This design comes from an exercise in tuning for small area on the open sky130 flow, not from production work.
Function was checked by simulation only, so behaviour that the tests miss may differ from the original.
No activity file was given, so power comes from the tool's default toggle rates.

==> design.v <==
module FIFO #(
    parameter DATA_WIDTH = 8,            
    parameter FIFO_DEPTH = 16            
)(
    input  wire CLK,                     
    input  wire RST_N,                   
    input  wire WR_EN,                   
    input  wire RD_EN,                   
    input  wire [DATA_WIDTH-1:0] DIN,    
    output reg  [DATA_WIDTH-1:0] DOUT,   
    output reg  FULL,                    
    output reg  EMPTY,                   
    output reg  [1:0] ERROR_FLAGS        
);
    reg [DATA_WIDTH-1:0] mem [FIFO_DEPTH-1:0];   
    reg [$clog2(FIFO_DEPTH):0] write_ptr;    
    reg [$clog2(FIFO_DEPTH):0] read_ptr;     
    reg [$clog2(FIFO_DEPTH):0] fifo_count;   
    always @(*) begin
        if (!RST_N) begin
            FULL = 1'b0;
        end else begin
            FULL = (fifo_count == FIFO_DEPTH);
        end
    end
    always @(*) begin
        if (!RST_N) begin
            EMPTY = 1'b1;
        end else begin
            EMPTY = (fifo_count == 0);
        end
    end
    always @(posedge CLK or negedge RST_N) begin
        if (!RST_N) begin
            write_ptr <= 1'b0;
        end else if (WR_EN && !FULL && !RD_EN) begin
            mem[write_ptr] <= DIN;
            write_ptr <= (write_ptr == FIFO_DEPTH-1) ? 0 : (write_ptr + 1);
        end
    end
    always @(posedge CLK or negedge RST_N) begin
        if (!RST_N) begin
            read_ptr <= 1'b0;
            DOUT <= 0;
        end else if (RD_EN && !EMPTY && !WR_EN) begin
            DOUT <= mem[read_ptr];
            read_ptr <= (read_ptr == FIFO_DEPTH-1) ? 0 : (read_ptr + 1);
        end else if (EMPTY) begin
          	DOUT <= 0;
        end
    end
    always @(posedge CLK or negedge RST_N) begin
        if (!RST_N) begin
            fifo_count <= 0;
        end else begin
            case ({WR_EN, RD_EN})
                2'b10: if (!FULL) fifo_count <= fifo_count + 1;      
                2'b01: if (!EMPTY) fifo_count <= fifo_count - 1;     
                default: ;                                           
            endcase
        end
    end
    always @(posedge CLK or negedge RST_N) begin
        if (!RST_N) begin
            ERROR_FLAGS <= 2'b00;
        end else begin
            ERROR_FLAGS[1] <= WR_EN && FULL && !RD_EN;               
            ERROR_FLAGS[0] <= RD_EN && EMPTY && !WR_EN;              
        end
    end
endmodule
module MULTI_FIFOS #(
    parameter DATA_WIDTH = 8,                        
    parameter FIFO_DEPTH = 16,                       
    parameter NUM_FIFOS = 4                          
)(
    input  wire CLK,
    input  wire RST_N,
    input  wire [NUM_FIFOS-1:0] WR_EN,                
    input  wire [NUM_FIFOS-1:0] RD_EN,                
    input  wire [NUM_FIFOS*DATA_WIDTH-1:0] DIN,       
    output wire [NUM_FIFOS*DATA_WIDTH-1:0] DOUT,     
    output wire [NUM_FIFOS-1:0] FULL,                
    output wire [NUM_FIFOS-1:0] EMPTY                
);
    genvar i;
    generate
        for (i=0; i<NUM_FIFOS; i=i+1) begin : fifo_instances
            FIFO #(
                .DATA_WIDTH(DATA_WIDTH),
                .FIFO_DEPTH(FIFO_DEPTH)
            ) fifo_inst (
                .CLK(CLK),
                .RST_N(RST_N),
                .WR_EN(WR_EN[i]),
                .RD_EN(RD_EN[i]),
                .DIN(DIN[(i + 1) * DATA_WIDTH - 1:i * DATA_WIDTH]),
                .DOUT(DOUT[(i + 1) * DATA_WIDTH - 1:i * DATA_WIDTH]),
                .FULL(FULL[i]),
                .EMPTY(EMPTY[i])
            );
        end
    endgenerate
endmodule
==> run.sh <==
#!/bin/bash
# synth_recipe.tcl (not shown) runs the flow's synth.tcl, then flattens the netlist and writes it again
# the make line also repeats each setting of config.mk as NAME=value (left out here)
make -C /OpenROAD-flow-scripts/flow DESIGN_CONFIG=/design/flow/config.mk WORK_HOME=/design/flow/orfs CLKGATE_MAP_FILE= SYNTH_SCRIPT=/design/flow/synth_recipe.tcl finish
==> config.mk <==
export PLATFORM = sky130hd
export DESIGN_NAME = MULTI_FIFOS
export DESIGN_NICKNAME = MULTI_FIFOS
export VERILOG_FILES = /design/flow/design.v
export SDC_FILE = /design/flow/constraint.sdc
export NUM_CORES = 4
export LEC_CHECK = 0
export CAP_MARGIN = 20
export CORE_MARGIN = 2
export CORE_UTILIZATION = 40
export SLEW_MARGIN = 20
==> constraint.sdc <==
create_clock -name core_clock -period 5.0 [get_ports {CLK}]
set_input_delay 1.0000 -clock core_clock [delete_from_list [all_inputs] [get_ports {CLK}]]
set_output_delay 1.0000 -clock core_clock [all_outputs]
set_load 0.01 [all_outputs]
==> results_dict.tcl <==
set metrics [dict create \
    ys_warn_count 2 \
    slowest_delay_ns 0.69 \
    final_area_mm2 0.0290 \
    htree_levels 3 \
    worstPathRequired_ns 4.00 \
    utilization 0.469 \
    drive_above_1_share 0.0875 \
    worstPathMaxFanout 4 \
    ios 82 \
    row_count 91 \
    cts_buffers 67 \
    crit_path_top_delay_cell "or4_1" \
    place_area_mm2 0.0267 \
    synth_top_family_by_area "compound AO/OA/AOI/OAI gates" \
    cts_resized 0 \
    crit_path_end_kind "primary output" \
    fillers 5373 \
    synth.net_count 1867 \
    fmax_mhz 276 \
    synth_fa_ha_area_frac 0.0292 \
    synth_top_area_share 0.613 \
    synth_cell_types 66 \
    synthCells 1769 \
    area_growth_pct 15.7 \
    die_w_um 254 \
    async_flop_share 0.152 \
    period_minus_slack_ns 3.63 \
    route.detailed.drc 0 \
    core-area_mm2 0.0618 \
    path_clk_slew_ns 0.06 \
    tritoncts "yes" \
    synth_compound_area_frac 0.126 \
    grt_max_degree 52 \
    port_buffers 81 \
    powerDensity_mw_per_mm2 528 \
    rsz0062_at_grt "no" \
    drv_slew 0 \
    vdd_drop_max_mv 0.287 \
    ys_top_cells_by_count "edfxtp_1, nand2_1, dfrtp_1" \
    grt_first_pass_wirelength_um 96000 \
    synth_mux_area_frac 0.0175 \
    ys_seq_area_frac 0.705 \
    drt_pass1_iterations 8 \
    yosys.area.top_type "edfxtp_1" \
    grt.total_usage 0.199 \
    synth_area_mm2 0.0251 \
    tightest_slew_ns 1.07 \
    clk_latency_ns 0.61 \
    synth_area_leaders "edfxtp_1, dfrtp_1, ha_1, a22oi_1, nand2_1" \
    fin_crit_sh 0.725 \
    post-synth-top-count-cell "edfxtp_1" \
    die_h_um 254 \
    path_class "reg2out" \
    ctsRootBufferMaster "clkbuf_16" \
    avgSynthCellArea_um2 14.2 \
    cap_violations 0 \
    yosys_register_bits 604 \
    max_slew_margin 0.281 \
    antenna_found_initial 0 \
    antenna_left 0 \
    synthFlopType "edfxtp_1" \
    wl_um 64000 \
    cts_sinks 604 \
    worst-r2r-cell-count 7 \
    worst_setup_path_start_kind "register" \
    hp-class "in2async" \
    hold_buffers 0 \
    post_cts_buffers 0 \
    finClkSkew_ns 0.0278 \
    grt_pass1_vias 15600 \
    leakage_nw 9.68 \
    finalSetupViolCount 0 \
    cp.arrival_ns 2.63 \
    vias 15600 \
    r2r_setup_slack_ns 1.66 \
    hold_viol 0 \
    dieArea_mm2 0.0647 \
    start_util 0.405 \
    synth-simple-area-share 0.0859 \
    status "complete, no violations" \
    fin_tns_setup_ns 0 \
    layout.nets 1941 \
    gp_congestion 0.869 \
    overflow 0 \
    drtIter0Drc 1680 \
    vias_per_cell 5.71 \
    cts_buffer_depth 3 \
    synth_edf_count 512 \
    synth-xor-area-share 0.00978 \
    hpwlAfterDp_um 41200 \
    insertedDiodeCount 0 \
    worstPathCellList "or4_1 -> nor2_1 -> clkdlybuf4s50_1" \
    wl_per_cell_um 23.4 \
]
## critical path, delay by kind of cell (launching register included)
| kind | cells | cell delay (ns) |
|---|---|---|
| flops | 1 | 0.40 |
| buf+inv | 1 | 0.61 |
| simple gates | 2 | 1.03 |
## power breakdown
group          total [W]  switching, W  internal, W
sequential       0.00627      0.000438      0.00583
clock            0.00503       0.00200      0.00302
combinational    0.00401       0.00253      0.00148
total             0.0153       0.00497       0.0103
## cell families (layout without fill, tap and decap cells)
family | after synthesis | in the layout
xor gates and xnor gates | 28 | 28
buffers and inverters | 162 | 291
AOI/OAI and AO/OA | 446 | 446
muxes | 42 | 42
and+or+nand+nor | 431 | 431
adders and majority gates | 56 | 56
DFF | 604 | 604
## placed cells by master (no fill, tap or decap), types with 16 or more instances in the layout
master / netlist / routed
edfxtp_1: 512 / 512
nand2_1: 125 / 125
dfrtp_1: 92 / 90
o21ai_0: 89 / 89
nor2_1: 84 / 84
clkdlybuf4s50_1: 0 / 80
clkbuf_16: 0 / 70
a22oi_1: 64 / 64
a21oi_1: 63 / 63
inv_1: 50 / 50
nand3_1: 50 / 50
ha_1: 52 / 49
a221oi_1: 42 / 42
buf_4: 8 / 35
nor3_1: 30 / 30
xnor2_1: 28 / 28
mux2i_1: 28 / 28
o22ai_1: 22 / 22
a222oi_1: 20 / 20
nand2b_1: 19 / 19
or3_1: 18 / 18
nand3b_1: 18 / 18
nor2b_1: 18 / 18
o211ai_1: 18 / 18
and3_1: 16 / 16
## final timing paths
check | startpoint | to
setup reg to reg | fifo_instances[3].fifo_inst.read_ptr[0] | fifo_instances[3].fifo_inst.DOUT[3]
hold reg to reg | fifo_instances[3].fifo_inst.DOUT[2] | fifo_instances[3].fifo_inst.DOUT[2]
max in group asynchronous | RST_N | fifo_instances[3].fifo_inst.DOUT[7]
min in group core_clock | fifo_instances[3].fifo_inst.DOUT[2] | fifo_instances[3].fifo_inst.DOUT[2]
setup / recovery | fifo_instances[0].fifo_inst.fifo_count[1] | FULL[0]
hold / removal | RST_N | fifo_instances[2].fifo_inst.DOUT[3]
## registers in the layout, indices dropped and copies added, names as in the netlist
| signal | flops |
|---|---|
| fifo_instances.fifo_inst.write_ptr | 20 |
| fifo_instances.fifo_inst.DOUT | 32 |
| fifo_instances.fifo_inst.read_ptr | 20 |
| fifo_instances.fifo_inst.mem | 512 |
| fifo_instances.fifo_inst.fifo_count | 20 |
## cell type report
| cell class | count | area (µm²) | area share |
|---|---|---|---|
| clock buffers | 87 | 1840 | 0.0633 |
| clock inverters | 37 | 418 | 0.0144 |
| inverters | 50 | 188 | 0.00647 |
| multi-input cells | 1003 | 6740 | 0.233 |
| flip-flops and latches | 604 | 17700 | 0.610 |
| well taps | 837 | 1050 | 0.0361 |
| repair buffers | 117 | 1080 | 0.0372 |
## routing by layer
layer | track usage | wire [µm] | vias to the layer above
met3 | 0.0359 | 4160 | 130
met4 | 0.0708 | 2000 | 0
met2 | 0.322 | 30700 | 613
met5 | 0 | 0 | -
li1 | - | - | 7055
met1 | 0.269 | 27100 | 7815
## metrics by stage
| stage | worst slack [ns] | cells | hold slack, ns | power [W] |
|---|---|---|---|---|
| floorplan | 2.22 | 1769 | 0.449 | 0.00889 |
| finish | 1.37 | 2735 | 0.336 | 0.0153 |
| CTS | 1.31 | 2734 | 0.318 | 0.0154 |
| detailed placement | 1.31 | 2610 | 0.474 | 0.0104 |
| global route | 1.26 | 2735 | 0.335 | 0.0160 |
| global placement | 1.38 | 2610 | 0.468 | 0.0103 |

==> afterwards: timing with drivers on the ports <==
In the flow no input, the clock included, has a driving cell. The finished layout below was timed again as built, in two steps. Step 1: set_driving_cell puts a clkbuf_16 on CLK and a buf_2 on each other input, an assumption about the parent block. Step 2, shift: input delay + t, output delay - t, t = (earliest + latest rising clock arrival at the registers) / 2. This alone moves slack from input paths to output paths. Slacks: no drivers / after step 1 / after step 2; pairs: no drivers / after step 1.
shift t [ns]: 0.655
slack for setup (ns): 1.375 / 1.315 / 1.321
pins driven straight from the clock port: 1
After both steps setup and hold are still met in this run. The setup slack of this run moves by -0.060 ns with the drivers and by -0.054 ns with both steps.
